Source: an optimization exercise on an open RTL-to-GDS flow (aim: small area). Production flows keep margins and buffers that such runs may drop. Only simulation tests tie the RTL to the original design; equivalence was not proved.

==> inputs of v3 <==
==> flow/design.v <==
`default_nettype none
`timescale 1ns/1ps
module random_seq(
    input   wire            clk,
    input   wire            rst_n,
    output  wire    [31:0]  seq_o
);
    reg     [31:0]      seq;
    always@(posedge clk) begin
        if(!rst_n)
            seq <= 32'h1000_0001;
        else
            seq <= {seq[30:0],seq[0]^seq[2]^seq[3]^seq[5]^seq[8]^seq[31]};
    end
    assign seq_o = seq;
endmodule
 `default_nettype none
`timescale 1ns/1ps
module map_genarate(
    input   wire                                        clk,
    input   wire                                        rst_n,
    input   wire                                        start_i,
    input   wire                                        gen_i,
    input   wire    [6:1]                               seq_i,
    output  wire    [63:0]                              mine_o,
    output  wire    [63:0]                              zero_o,      
    output  wire    [255:0]                             map_o
    );
    reg         clr_d;           
    reg         gen_d;           
    reg [63:0]  mine;
    always@(posedge clk) begin
        clr_d <= !rst_n | start_i;
        gen_d <= gen_i;
    end
    wire [2:0] px = seq_i[6:4];
    wire [2:0] py = seq_i[3:1];
    genvar i, x, y;
    generate
        for(i = 0; i < 64; i = i + 1) begin : g_mine
            always@(posedge clk) begin
                if(!rst_n | clr_d)
                    mine[i] <= 1'b0;
                else if(gen_d & (px == i % 8) & (py == i / 8))
                    mine[i] <= 1'b1;
            end
        end
    endgenerate
    wire [1:0] col [0:7][0:7];       
    wire       cor [0:7][0:7];
    generate
        for(x = 0; x < 8; x = x + 1) begin : g_cx
            for(y = 0; y < 8; y = y + 1) begin : g_cy
                wire a = (y > 0) ? mine[x + 8*(y-1)] : 1'b0;
                wire b = mine[x + 8*y];
                wire c = (y < 7) ? mine[x + 8*(y+1)] : 1'b0;
                assign col[x][y] = a + b + c;
                assign cor[x][y] = a | b | c;
            end
        end
        for(x = 0; x < 8; x = x + 1) begin : g_rx
            for(y = 0; y < 8; y = y + 1) begin : g_ry
                wire [1:0] l = (x > 0) ? col[x-1][y] : 2'd0;
                wire [1:0] r = (x < 7) ? col[x+1][y] : 2'd0;
                wire       lo = (x > 0) ? cor[x-1][y] : 1'b0;
                wire       ro = (x < 7) ? cor[x+1][y] : 1'b0;
                wire [3:0] s = l + col[x][y] + r;
                wire       m = mine[x + 8*y];
                assign map_o[4*(x+8*y) +: 4] = m ? 4'd9 : s;
                assign zero_o[x+8*y] = !(lo | cor[x][y] | ro);
            end
        end
    endgenerate
    assign mine_o = mine;
endmodule
 `default_nettype none
`timescale 1ns/1ps
module screen_machine(
    input   wire            clk,
    input   wire            rst_n,
    input   wire            mid_button_i,
    input   wire    [3:0]   difficulty_i,
    input   wire            win_i,
    input   wire            fail_i,
    output  wire    [2:0]   screen_state_o,
    output  wire            tick_o               
    );
    reg [2:0] state;
    reg [6:0] cnt;
    reg [1:0] num;       
    always@(posedge clk) begin
        num[1] <= difficulty_i[3] | difficulty_i[2];
        num[0] <= difficulty_i[3] | (!difficulty_i[2] & difficulty_i[1]);
    end
    wire is_gen  = (state == 3'b001);
    wire is_play = (state == 3'b010);
    reg [5:0] last;
    always@(*) begin
        case(num)
            2'd3:    last = 6'd29;
            2'd2:    last = 6'd19;
            2'd1:    last = 6'd14;
            default: last = 6'd8;
        endcase
    end
    wire gen_end = (cnt[5:0] == last);
    assign tick_o = cnt[6] & cnt[5] & cnt[1] & cnt[0];
    always@(posedge clk) begin
        if(!rst_n | !(is_gen | is_play) | (is_gen & gen_end) | tick_o)
            cnt <= 0;
        else if(is_gen)
            cnt <= {1'b0, cnt[5:0] + 6'd1};
        else
            cnt <= cnt + 7'd1;
    end
    reg [2:0] next;
    always@(*) begin
        case(state)
            3'b000     : next = mid_button_i ? 3'b001 : 3'b000;
            3'b001   : next = gen_end ? 3'b010 : 3'b001;
            3'b010      : next = fail_i ? (win_i ? 3'b101 : 3'b100) : (win_i ? 3'b011 : 3'b010);
            3'b011   : next = mid_button_i ? 3'b000 : 3'b011;
            3'b100      : next = mid_button_i ? 3'b000 : 3'b100;
            default         : next = state;
        endcase
    end
    always@(posedge clk) begin
        if(!rst_n)
            state <= 3'b000;
        else
            state <= next;
    end
    assign screen_state_o = state;
endmodule
 `default_nettype none
`timescale 1ns/1ps
module time_counter(
    input   wire                    clk             ,
    input   wire                    rst_n           ,
    input   wire                    play_i          ,
    input   wire                    tick_i          ,
    output  wire    [7:0]           seconds_o       ,
    output  wire    [7:0]           minutes_o
    );
    reg [3:0] su, mu;
    reg [2:0] st, mt;
    wire clr = !rst_n | !play_i;
    wire su_top = su[3] & su[1];     
    wire st_top = st[2] & st[1];     
    wire mu_top = mu[3] & mu[1];     
    wire mt_top = mt[2] & mt[1];     
    always@(posedge clk) begin
        if(clr | su_top)        su <= 0;
        else if(tick_i)         su <= su + 4'd1;
    end
    always@(posedge clk) begin
        if(clr | st_top)        st <= 0;
        else if(su_top)         st <= st + 3'd1;
    end
    always@(posedge clk) begin
        if(clr | mu_top)        mu <= 0;
        else if(st_top)         mu <= mu + 4'd1;
    end
    always@(posedge clk) begin
        if(clr | mt_top)        mt <= 0;
        else if(mu_top)         mt <= mt + 3'd1;
    end
    assign seconds_o = {1'b0, st, su};
    assign minutes_o = {1'b0, mt, mu};
endmodule
 `default_nettype none
`timescale 1ns/1ps
module move(
    input   wire            clk             ,
    input   wire            rst_n           ,
    input   wire            start_i         ,
    input   wire            play_i          ,
    input   wire    [4:0]   button_i        ,
    output  wire    [2:0]   x_pos_o         ,
    output  wire    [2:0]   y_pos_o
    );
    reg [2:0] curr_x, curr_y, next_x, next_y;
    always@(posedge clk) begin
        if(!rst_n | start_i)
            {curr_x, curr_y} <= 6'b0;
        else if(play_i)
            {curr_x, curr_y} <= {next_x, next_y};
    end
    always@(posedge clk) begin
        if(!rst_n)
            {next_x, next_y} <= 6'b0;
        else begin
            case(button_i)
                5'b01000  : next_x <= curr_x - 3'd1;
                5'b00100 : next_x <= curr_x + 3'd1;
                5'b00010    : next_y <= curr_y - 3'd1;
                5'b00001  : next_y <= curr_y + 3'd1;
                default       : ;
            endcase
        end
    end
    assign x_pos_o = curr_x;
    assign y_pos_o = curr_y;
endmodule
 `default_nettype none
`timescale 1ns/1ps
module sweep(
    input   wire                clk             ,
    input   wire                rst_n           ,
    input   wire                start_i         ,
    input   wire                play_i          ,
    input   wire                end_i           ,    
    input   wire    [2:0]       x_pos_i         ,
    input   wire    [2:0]       y_pos_i         ,
    input   wire                mid_button_i    ,
    input   wire                fm_switch_i     ,
    input   wire    [63:0]      zero_i          ,    
    output  reg     [63:0]      map_shown_o     ,
    output  reg     [63:0]      map_flag_o
    );
    wire [7:0] on_x, on_y, nb_x, nb_y;
    genvar i, k;
    generate
        for(k = 0; k < 8; k = k + 1) begin : g_dec
            assign on_x[k] = (x_pos_i == k);
            assign on_y[k] = (y_pos_i == k);
            assign nb_x[k] = (x_pos_i == k) | ((k > 0) && (x_pos_i == k - 1)) | ((k < 7) && (x_pos_i == k + 1));
            assign nb_y[k] = (y_pos_i == k) | ((k > 0) && (y_pos_i == k - 1)) | ((k < 7) && (y_pos_i == k + 1));
        end
    endgenerate
    wire shown_at_pos = map_shown_o[{y_pos_i, x_pos_i}];
    wire [63:0] z = zero_i & map_shown_o;
    wire [63:0] zh;
    generate
        for(i = 0; i < 64; i = i + 1) begin : g_zh
            assign zh[i] = z[i] | ((i % 8 > 0) ? z[i-1] : 1'b0) | ((i % 8 < 7) ? z[i+1] : 1'b0);
        end
    endgenerate
    generate
        for(i = 0; i < 64; i = i + 1) begin : g_cell
            wire sel   = on_x[i % 8] & on_y[i / 8];
            wire inbox = nb_x[i % 8] & nb_y[i / 8];
            wire flood = zh[i] | ((i >= 8) ? zh[i-8] : 1'b0) | ((i < 56) ? zh[i+8] : 1'b0);
            wire open  = !fm_switch_i & mid_button_i & !map_flag_o[i] & sel;
            wire chord = mid_button_i & shown_at_pos & !map_flag_o[i];
            always@(posedge clk) begin
                if(!rst_n | start_i)
                    map_shown_o[i] <= 1'b0;
                else if(end_i)
                    map_shown_o[i] <= 1'b1;
                else
                    map_shown_o[i] <= map_shown_o[i] | open | (chord ? inbox : flood);
            end
            always@(posedge clk) begin
                if(!rst_n | !play_i)
                    map_flag_o[i] <= 1'b0;
                else if(mid_button_i & sel)
                    map_flag_o[i] <= fm_switch_i & (map_flag_o[i] ^ !map_shown_o[i]);
            end
        end
    endgenerate
endmodule
 `default_nettype none
`timescale 1ns/1ps
module end_condition(
    input   wire    [63:0]  mine_i,
    input   wire    [63:0]  map_shown_i,
    output  wire            win_o,
    output  wire            fail_o
    );
    assign fail_o = |(mine_i & map_shown_i);
    assign win_o  = &(mine_i ^ map_shown_i);
endmodule
 `default_nettype none
`timescale 1ns/1ps
module play_top(
    input   wire                clk             ,
    input   wire                rst_n           ,
    input   wire                start_i         ,
    input   wire                play_i          ,
    input   wire                end_i           ,
    input   wire    [4:0]       button_i        ,
    input   wire                fm_switch_i     ,
    input   wire    [63:0]      mine_i          ,
    input   wire    [63:0]      zero_i          ,
    output  wire    [2:0]       x_pos_o         ,
    output  wire    [2:0]       y_pos_o         ,
    output  wire                win_o           ,
    output  wire                fail_o          ,
    output  wire    [63:0]      map_shown_o     ,
    output  wire    [63:0]      map_flag_o
    );
    move  u_move (
        .clk            ( clk           ),
        .rst_n          ( rst_n         ),
        .start_i        ( start_i       ),
        .play_i         ( play_i        ),
        .button_i       ( button_i      ),
        .x_pos_o        ( x_pos_o       ),
        .y_pos_o        ( y_pos_o       )
    );
    sweep  u_sweep (
        .clk            ( clk           ),
        .rst_n          ( rst_n         ),
        .start_i        ( start_i       ),
        .play_i         ( play_i        ),
        .end_i          ( end_i         ),
        .x_pos_i        ( x_pos_o       ),
        .y_pos_i        ( y_pos_o       ),
        .mid_button_i   ( button_i[4]   ),
        .fm_switch_i    ( fm_switch_i   ),
        .zero_i         ( zero_i        ),
        .map_shown_o    ( map_shown_o   ),
        .map_flag_o     ( map_flag_o    )
    );
    end_condition  u_end_condition (
        .mine_i         ( mine_i        ),
        .map_shown_i    ( map_shown_o   ),
        .win_o          ( win_o         ),
        .fail_o         ( fail_o        )
    );
endmodule
 `default_nettype none
`timescale 1ns/1ps
module game_top(
    input   wire            clk             ,
    input   wire            rst_n           ,
    input   wire    [4:0]   button_i        ,        
    input   wire            fm_switch_i     ,        
    input   wire    [3:0]   difficulty_i    ,
    output  wire    [2:0]                               x_pos_o             ,
    output  wire    [2:0]                               y_pos_o             ,
    output  wire    [2:0]                               screen_state_o      ,
    output  wire    [4 * (8 * 8 ) - 1 : 0]    map_o       ,
    output  wire    [8 * 8 - 1 : 0]                          map_shown_o ,
    output  wire    [8 * 8 - 1 : 0]                          map_flag_o  ,
    output  wire    [15:0]                              time_count_o         
    );
    wire        win, fail, tick;
    wire [31:0] seq;
    wire [63:0] mine, zero;
    wire is_start = (screen_state_o == 3'b000);
    wire is_gen   = (screen_state_o == 3'b001);
    wire is_play  = (screen_state_o == 3'b010);
    wire is_end   = (screen_state_o == 3'b011) | (screen_state_o == 3'b100);
    screen_machine  u_screen_machine (
        .clk            ( clk            ),
        .rst_n          ( rst_n          ),
        .mid_button_i   ( button_i[4]    ),
        .difficulty_i   ( difficulty_i   ),
        .win_i          ( win            ),
        .fail_i         ( fail           ),
        .screen_state_o ( screen_state_o ),
        .tick_o         ( tick           )
    );
    random_seq  u_random_seq (
        .clk            ( clk            ),
        .rst_n          ( rst_n          ),
        .seq_o          ( seq            )
    );
    map_genarate  u_map_genarate (
        .clk            ( clk            ),
        .rst_n          ( rst_n          ),
        .start_i        ( is_start       ),
        .gen_i          ( is_gen         ),
        .seq_i          ( seq[6:1]       ),
        .mine_o         ( mine           ),
        .zero_o         ( zero           ),
        .map_o          ( map_o          )
    );
    play_top  u_play_top (
        .clk            ( clk            ),
        .rst_n          ( rst_n          ),
        .start_i        ( is_start       ),
        .play_i         ( is_play        ),
        .end_i          ( is_end         ),
        .button_i       ( button_i       ),
        .fm_switch_i    ( fm_switch_i    ),
        .mine_i         ( mine           ),
        .zero_i         ( zero           ),
        .x_pos_o        ( x_pos_o        ),
        .y_pos_o        ( y_pos_o        ),
        .win_o          ( win            ),
        .fail_o         ( fail           ),
        .map_shown_o    ( map_shown_o    ),
        .map_flag_o     ( map_flag_o     )
    );
    time_counter  u_time_counter (
        .clk            ( clk                ),
        .rst_n          ( rst_n              ),
        .play_i         ( is_play            ),
        .tick_i         ( tick               ),
        .seconds_o      ( time_count_o[7:0]  ),
        .minutes_o      ( time_count_o[15:8] )
    );
endmodule
==> flow/run.sh <==
#!/bin/bash
# synth_recipe.tcl (not shown) runs the flow's synth.tcl, then flattens the netlist and writes it again
# the make line also repeats each setting of config.mk as NAME=value (left out here)
make -C /OpenROAD-flow-scripts/flow DESIGN_CONFIG=/design/flow/config.mk WORK_HOME=/design/flow/orfs CLKGATE_MAP_FILE= SYNTH_SCRIPT=/design/flow/synth_recipe.tcl finish
==> flow/config.mk <==
export PLATFORM = sky130hd
export DESIGN_NAME = game_top
export DESIGN_NICKNAME = game_top
export VERILOG_FILES = /design/flow/design.v
export SDC_FILE = /design/flow/constraint.sdc
export NUM_CORES = 4
export LEC_CHECK = 0
export CAP_MARGIN = 20
export CORE_MARGIN = 2
export CORE_UTILIZATION = 40
export SLEW_MARGIN = 20
==> flow/constraint.sdc <==
create_clock -name core_clock -period 10.0 [get_ports {clk}]
set_input_delay 2.0000 -clock core_clock [delete_from_list [all_inputs] [get_ports {clk}]]
set_output_delay 2.0000 -clock core_clock [all_outputs]
set_load 0.01 [all_outputs]
==> v19: changes against v3 <==
==> flow/flow/run.sh (new file) <==
#!/bin/bash
# Standard synthesis and layout, with two changes: the port buffers use the
# smallest buffer, and clock tree synthesis uses no dummy loads.
set -euo pipefail
bash standard.sh synth > synth.log 2>&1
bash standard.sh \
  "BUFFER_PORTS_ARGS=-buffer_cell sky130_fd_sc_hd__buf_1" \
  "CTS_ARGS=-sink_clustering_enable -repair_clock_nets -dont_use_dummy_load -buf_list {sky130_fd_sc_hd__clkbuf_8}" \
  finish > layout.log 2>&1
==> flow/standard.sh (new file) <==
#!/bin/bash
# synth_recipe.tcl (not shown) runs the flow's synth.tcl, then flattens the netlist and writes it again
# the make line also repeats each setting of config.mk as NAME=value (left out here)
make -C /OpenROAD-flow-scripts/flow DESIGN_CONFIG=/design/flow/config.mk WORK_HOME=/design/flow/orfs CLKGATE_MAP_FILE= SYNTH_SCRIPT=/design/flow/synth_recipe.tcl "${@:-finish}"
removed: flow/run.sh
==> results.sh <==
export IMPL_layout_commonest_cell="buf_1"
export IMPL_status="timing/DRC/antenna clean"
export IMPL_cts_root_buf="clkbuf_8"
export IMPL_worstMarginPinSlew_ns=1.18
export IMPL_finClkSkew_ns=0.0735
export IMPL_wl_met2_mm=43.9
export IMPL_dp_cells=4001
the above is filed under v19

==> results.sh <==
export IMPL_worstMarginPinSlew_ns=1.27
export IMPL_status="timing/DRC/antenna clean"
export IMPL_finClkSkew_ns=0.0144
export IMPL_wl_met2_mm=46.5
export IMPL_cts_root_buf="clkbuf_16"
export IMPL_taps=782
export IMPL_drive_gt1_share_pct=5.95
the above is filed under v3

==> static timing again, ports no longer ideal <==
No port has a modelled driver above. Below, the same layouts with a new extraction and two added sets of constraints. Step 1, drivers: a clkbuf_16 drives clk and a buf_2 each remaining input, both assumed. Step 2 adds t to the input delays and takes it off the output delays; t is the mean of the earliest and latest rising clock arrival at the registers after step 1. Input paths then give back, and output paths get back, about the clock's delay inside the block. a / b / c = ideal / step 1 / step 2; a / b = the first two.
| run | shift t [ns] | setup WS [ns] | hold WS [ns] | slew at the worst register clock pin (ns) |
|---|---|---|---|---|
| v3 | 0.637 | 3.581 / 3.527 / 4.031 | 0.405 / 0.405 / 0.405 | 0.07 / 0.07 |
| v19 | 0.673 | 3.900 / 3.840 / 4.272 | 0.410 / 0.410 / 0.410 | 0.07 / 0.07 |
After both steps setup and hold are still met in every run listed.
